From an optimization exercise on the open Yosys and OpenROAD flow, aimed at small area and a short achievable clock period; shortcuts taken in it are not production practice.
RTL that was checked went through simulation tests only; none was proved equivalent to the original.
Power and IR drop assume default switching activity.

==> inputs of job 9595 <==
==> flow/design.v (excerpt) <==
module mac(input clk, input rst, input [15:0] x, input [15:0] y, output [31:0] acc);
==> flow/config.mk <==
export PLATFORM = sky130hd
export DESIGN_NAME = mac
export DESIGN_NICKNAME = mac
export VERILOG_FILES = /design/flow/design.v
export SDC_FILE = /design/flow/constraint.sdc
export NUM_CORES = 4
export LEC_CHECK = 0
export CAP_MARGIN = 20
export CORE_MARGIN = 2
export CORE_UTILIZATION = 40
export SLEW_MARGIN = 20
export SYNTH_HIERARCHICAL = 1
export SYNTH_MINIMUM_KEEP_SIZE = 0
export SETUP_SLACK_MARGIN = 11.2
export SKIP_GATE_CLONING = 1
export BUFFER_PORTS_ARGS = -buffer_cell sky130_fd_sc_hd__buf_1
export CTS_ARGS = -sink_clustering_enable -repair_clock_nets -dont_use_dummy_load -buf_list sky130_fd_sc_hd__clkbuf_8 -root_buf sky130_fd_sc_hd__clkbuf_8 -sink_clustering_size 60 -sink_clustering_max_diameter 500
==> flow/constraint.sdc <==
create_clock -name core_clock -period 18.0 [get_ports {clk}]
set_input_delay 3.6000 -clock core_clock [delete_from_list [all_inputs] [get_ports {clk}]]
set_output_delay 3.6000 -clock core_clock [all_outputs]
set_load 0.01 [all_outputs]
standard.sh (not shown) runs the stock make flow with config.mk's settings and CLKGATE_MAP_FILE= SYNTH_SCRIPT=/design/flow/synth_recipe.tcl, a recipe that flattens the netlist after the stock synthesis.
==> flow/flow/run.sh <==
#!/bin/bash
# Layout: the standard ORFS flow (standard.sh, standard synthesis), with
#  - timing repair aimed at a setup slack of flow/margin ns, so the resizer
#    works on the real critical paths even though the clock period is loose
#    (no gate cloning, so each port keeps exactly one buffer),
#  - the standard port buffering (every port gets its own buffer), with the
#    buffer cell in flow/portbuf,
#  - a clock tree without dummy balancing loads, extra CTS options in flow/cts.
# standard.log here holds make's output; ORFS's own logs are in orfs/logs.
set -euo pipefail
M=$(cat flow/margin)
PB=$(cat flow/portbuf)
CTS_EXTRA=$(cat flow/cts 2>/dev/null || true)
cat >> config.mk <<EOC
export SETUP_SLACK_MARGIN = $M
export SKIP_GATE_CLONING = 1
export BUFFER_PORTS_ARGS = -buffer_cell $PB
export CTS_ARGS = -sink_clustering_enable -repair_clock_nets -dont_use_dummy_load $CTS_EXTRA
EOC
bash standard.sh > standard.log 2>&1
==> flow/flow/cts <==
-buf_list sky130_fd_sc_hd__clkbuf_8 -root_buf sky130_fd_sc_hd__clkbuf_8 -sink_clustering_size 60 -sink_clustering_max_diameter 500
==> flow/flow/margin <==
11.2
==> flow/flow/portbuf <==
sky130_fd_sc_hd__buf_1
==> inputs of job 1390, as changes to job 9595 <==
==> flow/flow/cts (replaced) <==
-buf_list sky130_fd_sc_hd__clkbuf_4 -root_buf sky130_fd_sc_hd__clkbuf_8
- CORE_UTILIZATION: 40 -> 70
- CTS_ARGS: -sink_clustering_enable -repair_clock_nets -dont_use_dummy_load -buf_list sky130_fd_sc_hd__clkbuf_8 -root_buf sky130_fd_sc_hd__clkbuf_8 -sink_clustering_size 60 -sink_clustering_max_diameter 500 -> -sink_clustering_enable -repair_clock_nets -dont_use_dummy_load -buf_list sky130_fd_sc_hd__clkbuf_4 -root_buf sky130_fd_sc_hd__clkbuf_8
- PLACE_DENSITY: unset -> 0.8
==> inputs of job 5668, as changes to job 9595 <==
==> flow/flow/run.sh (replaced) <==
#!/bin/bash
# Layout: the standard ORFS flow (standard.sh, standard synthesis), with
#  - timing repair aimed at a setup slack of SETUP_MARGIN ns, so the resizer
#    works on the real critical paths even though the clock period is loose,
#  - port buffers of a small cell (every port still gets its own buffer),
#  - a clock tree without dummy balancing loads.
# Each tool's output goes to standard.log here and ORFS's own logs in orfs/logs.
set -euo pipefail
M=$(cat flow/margin)
cat >> config.mk <<EOC
export SETUP_SLACK_MARGIN = $M
export BUFFER_PORTS_ARGS = -buffer_cell sky130_fd_sc_hd__buf_2
export CTS_ARGS = -sink_clustering_enable -repair_clock_nets -dont_use_dummy_load
EOC
bash standard.sh > standard.log 2>&1
==> flow/flow/margin (replaced) <==
11
- BUFFER_PORTS_ARGS: -buffer_cell sky130_fd_sc_hd__buf_1 -> -buffer_cell sky130_fd_sc_hd__buf_2
- CTS_ARGS: -sink_clustering_enable -repair_clock_nets -dont_use_dummy_load -buf_list sky130_fd_sc_hd__clkbuf_8 -root_buf sky130_fd_sc_hd__clkbuf_8 -sink_clustering_size 60 -sink_clustering_max_diameter 500 -> -sink_clustering_enable -repair_clock_nets -dont_use_dummy_load
- SETUP_SLACK_MARGIN: 11.2 -> 11
- SKIP_GATE_CLONING: 1 -> unset
removed: flow/flow/cts
removed: flow/flow/portbuf
==> flow_metrics.py <==
metrics = {
    "sta": {
        "worst_pin_slew_ps": 761.5,
        "max_freq_ghz": 0.1461,
    },
    "global_route": {
        "antenna_found_initial": 1,
    },
    "place": {
        "hpwl_um": 18160,
        "dpl.cell_count": 1223,
        "gp_congestion": 0.8567,
    },
    "finish": {
        "antennaDiodeCount": 0,
        "layout.nets": 1248,
        "mostFrequentLayoutCell": "fa_1",
        "buffers_excl_clock": 65,
    },
    "power_and_ir_drop": {
        "peakVddDrop_v": 0.0001023,
    },
    "floorplan": {
        "rows": 56,
    },
    "routing": {
        "wl_met2_um": 11150,
    },
    "setup_path": {
        "slowest_delay_ps": 590,
    },
    "run_status": {
        "outcome": "complete, no violations",
    },
}
the above is filed under job 5668

==> flow_metrics.py <==
metrics = {
    "floorplan": {
        "rows": 56,
    },
    "setup_path": {
        "path_class": "input pin to flip-flop",
        "endpoint": "r20_1",
    },
    "finish": {
        "buffers_excl_clock": 79,
        "mostFrequentLayoutCell": "nand2_1",
        "layout.nets": 1262,
        "seq_cell_count": 58,
        "antennaDiodeCount": 2,
    },
    "place": {
        "gp_congestion": 0.8312,
        "dpl.cell_count": 1237,
    },
    "run_status": {
        "outcome": "complete, no violations",
    },
    "sta": {
        "worst_pin_slew_ps": 653.8,
    },
    "global_route": {
        "antenna_found_initial": 1,
    },
    "routing": {
        "wl_met2_um": 11940,
    },
}
the above is filed under job 9595

==> flow_metrics.py <==
metrics = {
    "global_route": {
        "antenna_found_initial": 0,
    },
    "power_and_ir_drop": {
        "peakVddDrop_v": 0.0001166,
    },
    "place": {
        "dpl.cell_count": 1086,
    },
    "floorplan": {
        "rows": 42,
    },
    "setup_path": {
        "slowest_delay_ps": 590,
    },
    "routing": {
        "wl_met2_um": 10270,
        "drt_wl_total_um": 21510,
    },
    "finish": {
        "antennaDiodeCount": 1,
        "mostFrequentLayoutCell": "nand2_1",
    },
    "run_status": {
        "outcome": "complete, no violations",
    },
}
the above is filed under job 1390


* * *

==> inputs of run a <==
mac, a different RTL version from the one above (not shown whole).
export LEC_CHECK = 0
export CAP_MARGIN = 20
export CORE_MARGIN = 2
export CORE_UTILIZATION = 40
export SLEW_MARGIN = 20
create_clock -name core_clock -period 18.0 [get_ports {clk}]
run.sh (not shown) runs the stock make flow with config.mk's settings and CLKGATE_MAP_FILE= SYNTH_SCRIPT=/design/flow/synth_recipe.tcl, a recipe that flattens the netlist after the stock synthesis.
Stock flow here: none of the scripts above is used.
==> run b: changes against run a <==
==> flow/flow/run.sh (new file) <==
#!/bin/bash
# Standard ORFS layout with timing repair aimed below the clock period,
# port buffers of a small cell, and a clock tree without dummy loads.
set -euo pipefail
cat >> config.mk <<'EOC'
export SETUP_SLACK_MARGIN = 10
export BUFFER_PORTS_ARGS = -buffer_cell sky130_fd_sc_hd__buf_2
export CTS_ARGS = -sink_clustering_enable -repair_clock_nets -dont_use_dummy_load
EOC
bash standard.sh > standard.log 2>&1
==> flow/standard.sh (new file) <==
#!/bin/bash
# synth_recipe.tcl (not shown) runs the flow's synth.tcl, then flattens the netlist and writes it again
# the make line also repeats each setting of config.mk as NAME=value (left out here)
make -C /OpenROAD-flow-scripts/flow DESIGN_CONFIG=/design/flow/config.mk WORK_HOME=/design/flow/orfs CLKGATE_MAP_FILE= SYNTH_SCRIPT=/design/flow/synth_recipe.tcl "${@:-finish}"
--- a/flow/config.mk
+++ b/flow/config.mk
@@ -11 +11,6 @@
 export SLEW_MARGIN = 20
+export SYNTH_HIERARCHICAL = 1
+export SYNTH_MINIMUM_KEEP_SIZE = 0
+export SETUP_SLACK_MARGIN = 10
+export BUFFER_PORTS_ARGS = -buffer_cell sky130_fd_sc_hd__buf_2
+export CTS_ARGS = -sink_clustering_enable -repair_clock_nets -dont_use_dummy_load
removed: flow/run.sh
==> run c: changes against run a <==
==> flow/flow/run.sh (new file) <==
#!/bin/bash
# Standard ORFS layout with timing repair aimed below the clock period,
# port buffers of a small cell, and a clock tree without dummy loads.
set -euo pipefail
cat >> config.mk <<'EOC'
export SETUP_SLACK_MARGIN = 11
export BUFFER_PORTS_ARGS = -buffer_cell sky130_fd_sc_hd__buf_2
export CTS_ARGS = -sink_clustering_enable -repair_clock_nets -dont_use_dummy_load
EOC
bash standard.sh > standard.log 2>&1
==> flow/standard.sh (new file) <==
#!/bin/bash
# synth_recipe.tcl (not shown) runs the flow's synth.tcl, then flattens the netlist and writes it again
# the make line also repeats each setting of config.mk as NAME=value (left out here)
make -C /OpenROAD-flow-scripts/flow DESIGN_CONFIG=/design/flow/config.mk WORK_HOME=/design/flow/orfs CLKGATE_MAP_FILE= SYNTH_SCRIPT=/design/flow/synth_recipe.tcl "${@:-finish}"
--- a/flow/config.mk
+++ b/flow/config.mk
@@ -11 +11,6 @@
 export SLEW_MARGIN = 20
+export SYNTH_HIERARCHICAL = 1
+export SYNTH_MINIMUM_KEEP_SIZE = 0
+export SETUP_SLACK_MARGIN = 11
+export BUFFER_PORTS_ARGS = -buffer_cell sky130_fd_sc_hd__buf_2
+export CTS_ARGS = -sink_clustering_enable -repair_clock_nets -dont_use_dummy_load
removed: flow/run.sh
==> comparison table <==
| quantity | run b | run a | run c |
|---|---|---|---|
| Status | finished clean | finished clean | finished clean |
| Mean instance size in the synthesized netlist | 9.877 um2 | 9.350 um2 | 9.877 um2 |
| RSZ-0062 raised after global routing | false | false | true |
| Final core area utilization | 43.38% | 45.27% | 44.89% |
| Routed metal-1 wire length | 10.37 mm | 13.99 mm | 10.75 mm |
| Last weighted congestion value of the routability-driven placer | 0.8817 | 0.8544 | 0.8458 |
| Xor/xnor cell area share of the yosys netlist | 2.413% | 2.268% | 2.413% |
| Total power divided by cell area | 193.5 nW/um2 | 178.4 nW/um2 | 190.8 nW/um2 |
| Transition at the pin with the smallest max-transition slack | 955.4 ps | 956.6 ps | 922.1 ps |
| Repair and plain buffers | 65 | 69 | 65 |
| Multi-input combinational cell count | 813 | 818 | 813 |
| Count of cells along the worst hold path | 2 | 3 | 2 |
| HPWL after detailed placement | 21.19 mm | 22.81 mm | 21.17 mm |
| CP dominant cell by count | sky130_fd_sc_hd__fa_1 | sky130_fd_sc_hd__fa_1 | sky130_fd_sc_hd__fa_2 |
| Worst slack on hold paths | 522.0 ps | 574.6 ps | 533.9 ps |
| Wire per inst | 19.72 um | 18.41 um | 20.10 um |
| Tapcells | 330 | 378 | 330 |
| Leakage power | 4.171 nW | 6.078 nW | 4.257 nW |
| Final clock skew | 22.13 ps | 9.255 ps | 16.80 ps |
| Fraction of area in registers | 11.61% | 10.05% | 11.22% |
| Multi-input gate share of the layout cell area | 76.68% | 69.76% | 75.39% |
| Worst setup slack before clock tree synthesis | 10390 ps | 9588 ps | 10480 ps |
| Critical Path Start | x[2] | x[11] | y[7] |
| Number of global-route vias before repair | 8295 | 8708 | 8149 |
| Final net count | 1372 | 1571 | 1372 |
| Mapped Area | 10160 um2 | 11200 um2 | 10160 um2 |
| Terminating pin of the worst hold path | r31_0 | r0_0 | r31_0 |
Function was not checked in any run of this note: the RTL went through the layout flow alone.

* * *

==> v11 <==
RTL: one of the versions met above, not the one the previous note started from.
Settings: LEC_CHECK=0, CAP_MARGIN=20, CORE_MARGIN=2, CORE_UTILIZATION=40, SLEW_MARGIN=20, SYNTH_HIERARCHICAL=1, SYNTH_MINIMUM_KEEP_SIZE=0, SETUP_SLACK_MARGIN=11.2, SKIP_GATE_CLONING=1, BUFFER_PORTS_ARGS=-buffer_cell sky130_fd_sc_hd__buf_1, CTS_ARGS=-sink_clustering_enable -repair_clock_nets -dont_use_dummy_load -buf_list sky130_fd_sc_hd__clkbuf_16 -root_buf sky130_fd_sc_hd__clkbuf_16 -sink_clustering_size 60 -sink_clustering_max_diameter 500; clock period 18.0 ns.
standard.sh (not shown) runs the stock make flow with config.mk's settings and CLKGATE_MAP_FILE= SYNTH_SCRIPT=/design/flow/synth_recipe.tcl, a recipe that flattens the netlist after the stock synthesis.
==> flow/flow/run.sh <==
#!/bin/bash
# Layout: the standard ORFS flow (standard.sh, standard synthesis), with
#  - timing repair aimed at a setup slack of flow/margin ns, so the resizer
#    works on the real critical paths even though the clock period is loose
#    (no gate cloning, so each port keeps exactly one buffer),
#  - the standard port buffering (every port gets its own buffer), with the
#    buffer cell in flow/portbuf,
#  - a clock tree without dummy balancing loads, extra CTS options in flow/cts.
# standard.log here holds make's output; ORFS's own logs are in orfs/logs.
set -euo pipefail
M=$(cat flow/margin)
PB=$(cat flow/portbuf)
CTS_EXTRA=$(cat flow/cts 2>/dev/null || true)
cat >> config.mk <<EOC
export SETUP_SLACK_MARGIN = $M
export SKIP_GATE_CLONING = 1
export BUFFER_PORTS_ARGS = -buffer_cell $PB
export CTS_ARGS = -sink_clustering_enable -repair_clock_nets -dont_use_dummy_load $CTS_EXTRA
EOC
bash standard.sh > standard.log 2>&1
==> flow/flow/cts <==
-buf_list sky130_fd_sc_hd__clkbuf_16 -root_buf sky130_fd_sc_hd__clkbuf_16 -sink_clustering_size 60 -sink_clustering_max_diameter 500
==> flow/flow/margin <==
11.2
==> flow/flow/portbuf <==
sky130_fd_sc_hd__buf_1
==> v2: changes against v11 <==
==> flow/flow/run.sh (replaced) <==
#!/bin/bash
# Layout: the standard ORFS flow (standard.sh, standard synthesis), with
#  - timing repair aimed at a setup slack of SETUP_MARGIN ns, so the resizer
#    works on the real critical paths even though the clock period is loose,
#  - port buffers of a small cell (every port still gets its own buffer),
#  - a clock tree without dummy balancing loads.
# Each tool's output goes to standard.log here and ORFS's own logs in orfs/logs.
set -euo pipefail
M=$(cat flow/margin)
CTS_EXTRA=$(cat flow/cts 2>/dev/null || true)
cat >> config.mk <<EOC
export SETUP_SLACK_MARGIN = $M
export BUFFER_PORTS_ARGS = -buffer_cell sky130_fd_sc_hd__buf_2
export CTS_ARGS = -sink_clustering_enable -repair_clock_nets -dont_use_dummy_load $CTS_EXTRA
EOC
bash standard.sh > standard.log 2>&1
==> flow/flow/cts (replaced) <==
-buf_list sky130_fd_sc_hd__clkbuf_4 -root_buf sky130_fd_sc_hd__clkbuf_4 -sink_clustering_size 30
==> flow/flow/margin (replaced) <==
11
- BUFFER_PORTS_ARGS: -buffer_cell sky130_fd_sc_hd__buf_1 -> -buffer_cell sky130_fd_sc_hd__buf_2
- CTS_ARGS: -sink_clustering_enable -repair_clock_nets -dont_use_dummy_load -buf_list sky130_fd_sc_hd__clkbuf_16 -root_buf sky130_fd_sc_hd__clkbuf_16 -sink_clustering_size 60 -sink_clustering_max_diameter 500 -> -sink_clustering_enable -repair_clock_nets -dont_use_dummy_load -buf_list sky130_fd_sc_hd__clkbuf_4 -root_buf sky130_fd_sc_hd__clkbuf_4 -sink_clustering_size 30
- SETUP_SLACK_MARGIN: 11.2 -> 11
- SKIP_GATE_CLONING: 1 -> unset
removed: flow/flow/portbuf
==> v8: changes against v11 <==
==> flow/flow/cts (replaced) <==
-buf_list sky130_fd_sc_hd__clkbuf_4 -root_buf sky130_fd_sc_hd__clkbuf_8
- CTS_ARGS: -sink_clustering_enable -repair_clock_nets -dont_use_dummy_load -buf_list sky130_fd_sc_hd__clkbuf_16 -root_buf sky130_fd_sc_hd__clkbuf_16 -sink_clustering_size 60 -sink_clustering_max_diameter 500 -> -sink_clustering_enable -repair_clock_nets -dont_use_dummy_load -buf_list sky130_fd_sc_hd__clkbuf_4 -root_buf sky130_fd_sc_hd__clkbuf_8
- PLACE_DENSITY: unset -> 0.75
==> v18: changes against v11 <==
==> flow/flow/cts (replaced) <==
-buf_list sky130_fd_sc_hd__clkbuf_4 -root_buf sky130_fd_sc_hd__clkbuf_8 -sink_clustering_size 30 -sink_clustering_max_diameter 300
- CTS_ARGS: -sink_clustering_enable -repair_clock_nets -dont_use_dummy_load -buf_list sky130_fd_sc_hd__clkbuf_16 -root_buf sky130_fd_sc_hd__clkbuf_16 -sink_clustering_size 60 -sink_clustering_max_diameter 500 -> -sink_clustering_enable -repair_clock_nets -dont_use_dummy_load -buf_list sky130_fd_sc_hd__clkbuf_4 -root_buf sky130_fd_sc_hd__clkbuf_8 -sink_clustering_size 30 -sink_clustering_max_diameter 300
==> comparison table <==
item	v2	v18	v8	v11
Detail Route met2 WL	11200 um	11900 um	11000 um	11900 um
Worst setup endpoint	r17_1	r20_1	r16_1	r20_1
Wire length of the first global-routing pass	38500 um	38800 um	38000 um	38800 um
Critical hold path startpoint	r31_0	r0_0	r0_0	r0_0
Routability cong.	0.857	0.831	0.873	0.831
Vias per inst	5.01	5.00	5.23	5.02
Layout filler cell count	2334	2332	2274	2315
Non-filler cells in the finished layout	1233	1248	1238	1247
Total internal power	0.000862 W	0.000889 W	0.000885 W	0.000930 W
Final Critical Period	6.73 ns	6.68 ns	6.71 ns	6.73 ns
Total routing usage reported by global routing	19.8%	20.1%	19.3%	20.1%
Worst EP arrival	7.06 ns	6.89 ns	6.94 ns	6.92 ns
Period utilization	37.4%	37.1%	37.3%	37.4%
Share of final-layout standard cells stronger than drive strength 1	8.76%	6.90%	6.86%	6.80%
Instance area after placement	0.00982 sq mm	0.00988 sq mm	0.00982 sq mm	0.00988 sq mm
Sum of buffers and inverters on the critical path	1	1	1	2
Total number of vias	6172	6244	6480	6256
Slew at the pin with the worst max-slew slack	0.633 ns	0.654 ns	0.656 ns	0.666 ns
Post-placement worst setup slack	10.80 ns	10.44 ns	10.39 ns	10.44 ns
GR Util met1	26.7%	26.0%	24.9%	26.0%
Power per unit of standard cell area	170 mW/mm^2	171 mW/mm^2	172 mW/mm^2	174 mW/mm^2
Layout Skew	0.0284 ns	0.0207 ns	0.0159 ns	0.0127 ns
Run status	complete, no violations	complete, no violations	complete, no violations	complete, no violations
Most common cell after layout, fill and taps aside	fa_1	nand2_1	nand2_1	nand2_1
Worst skew pair latency	0.46 ns	0.37 ns	0.36 ns	0.34 ns
Top routing layer in use	met5	met4	met5	met4
Per-cell routed wire length	18.6 um	18.7 um	18.4 um	18.8 um

[separate check: timing with driven ports]
The flow's constraints put no driver on any port. The routed layouts listed below were extracted and timed again, unchanged, in two steps. Step 1: set_driving_cell puts a clkbuf_16 on clk and a buf_2 on each other input, an assumption about the parent block. Step 2 adds t to the input delays and takes it off the output delays; t is the mean of the earliest and latest rising clock arrival at the registers after step 1. Input paths then give back, and output paths get back, about the clock's delay inside the block. Slacks: ideal ports / drivers / drivers and shift; pairs: ideal ports / drivers.
| run | t, ns | setup WS [ns] | slew at the worst register clock pin (ns) | worst slew at a driven data input, ns |
|---|---|---|---|---|
| job 9595 | 0.405 | 11.320 / 11.326 / 10.932 | 0.07 / 0.07 | 0.08 |
| job 1390 | 0.398 | 11.286 / 11.276 / 10.878 | 0.07 / 0.07 | 0.08 |
| job 5668 | 0.377 | 11.157 / 11.135 / 10.803 | 0.05 / 0.05 | 0.05 |
| run a | 0.384 | 9.921 / 9.944 / 9.560 | 0.06 / 0.06 | 0.03 |
| run b | 0.370 | 10.704 / 10.715 / 10.344 | 0.06 / 0.06 | 0.04 |
| run c | 0.369 | 11.062 / 11.047 / 10.677 | 0.06 / 0.06 | 0.06 |
| v11 | 0.382 | 11.266 / 11.272 / 10.890 | 0.05 / 0.05 | 0.07 |
| v2 | 0.483 | 11.271 / 11.232 / 10.806 | 0.10 / 0.10 | 0.05 |
| v8 | 0.396 | 11.291 / 11.311 / 10.915 | 0.07 / 0.07 | 0.07 |
| v18 | 0.405 | 11.320 / 11.326 / 10.932 | 0.07 / 0.07 | 0.08 |
After both steps every run listed still meets setup and hold. The setup slack of v2, which loses most, moves by -0.039 ns with the drivers and by -0.465 ns with both steps.
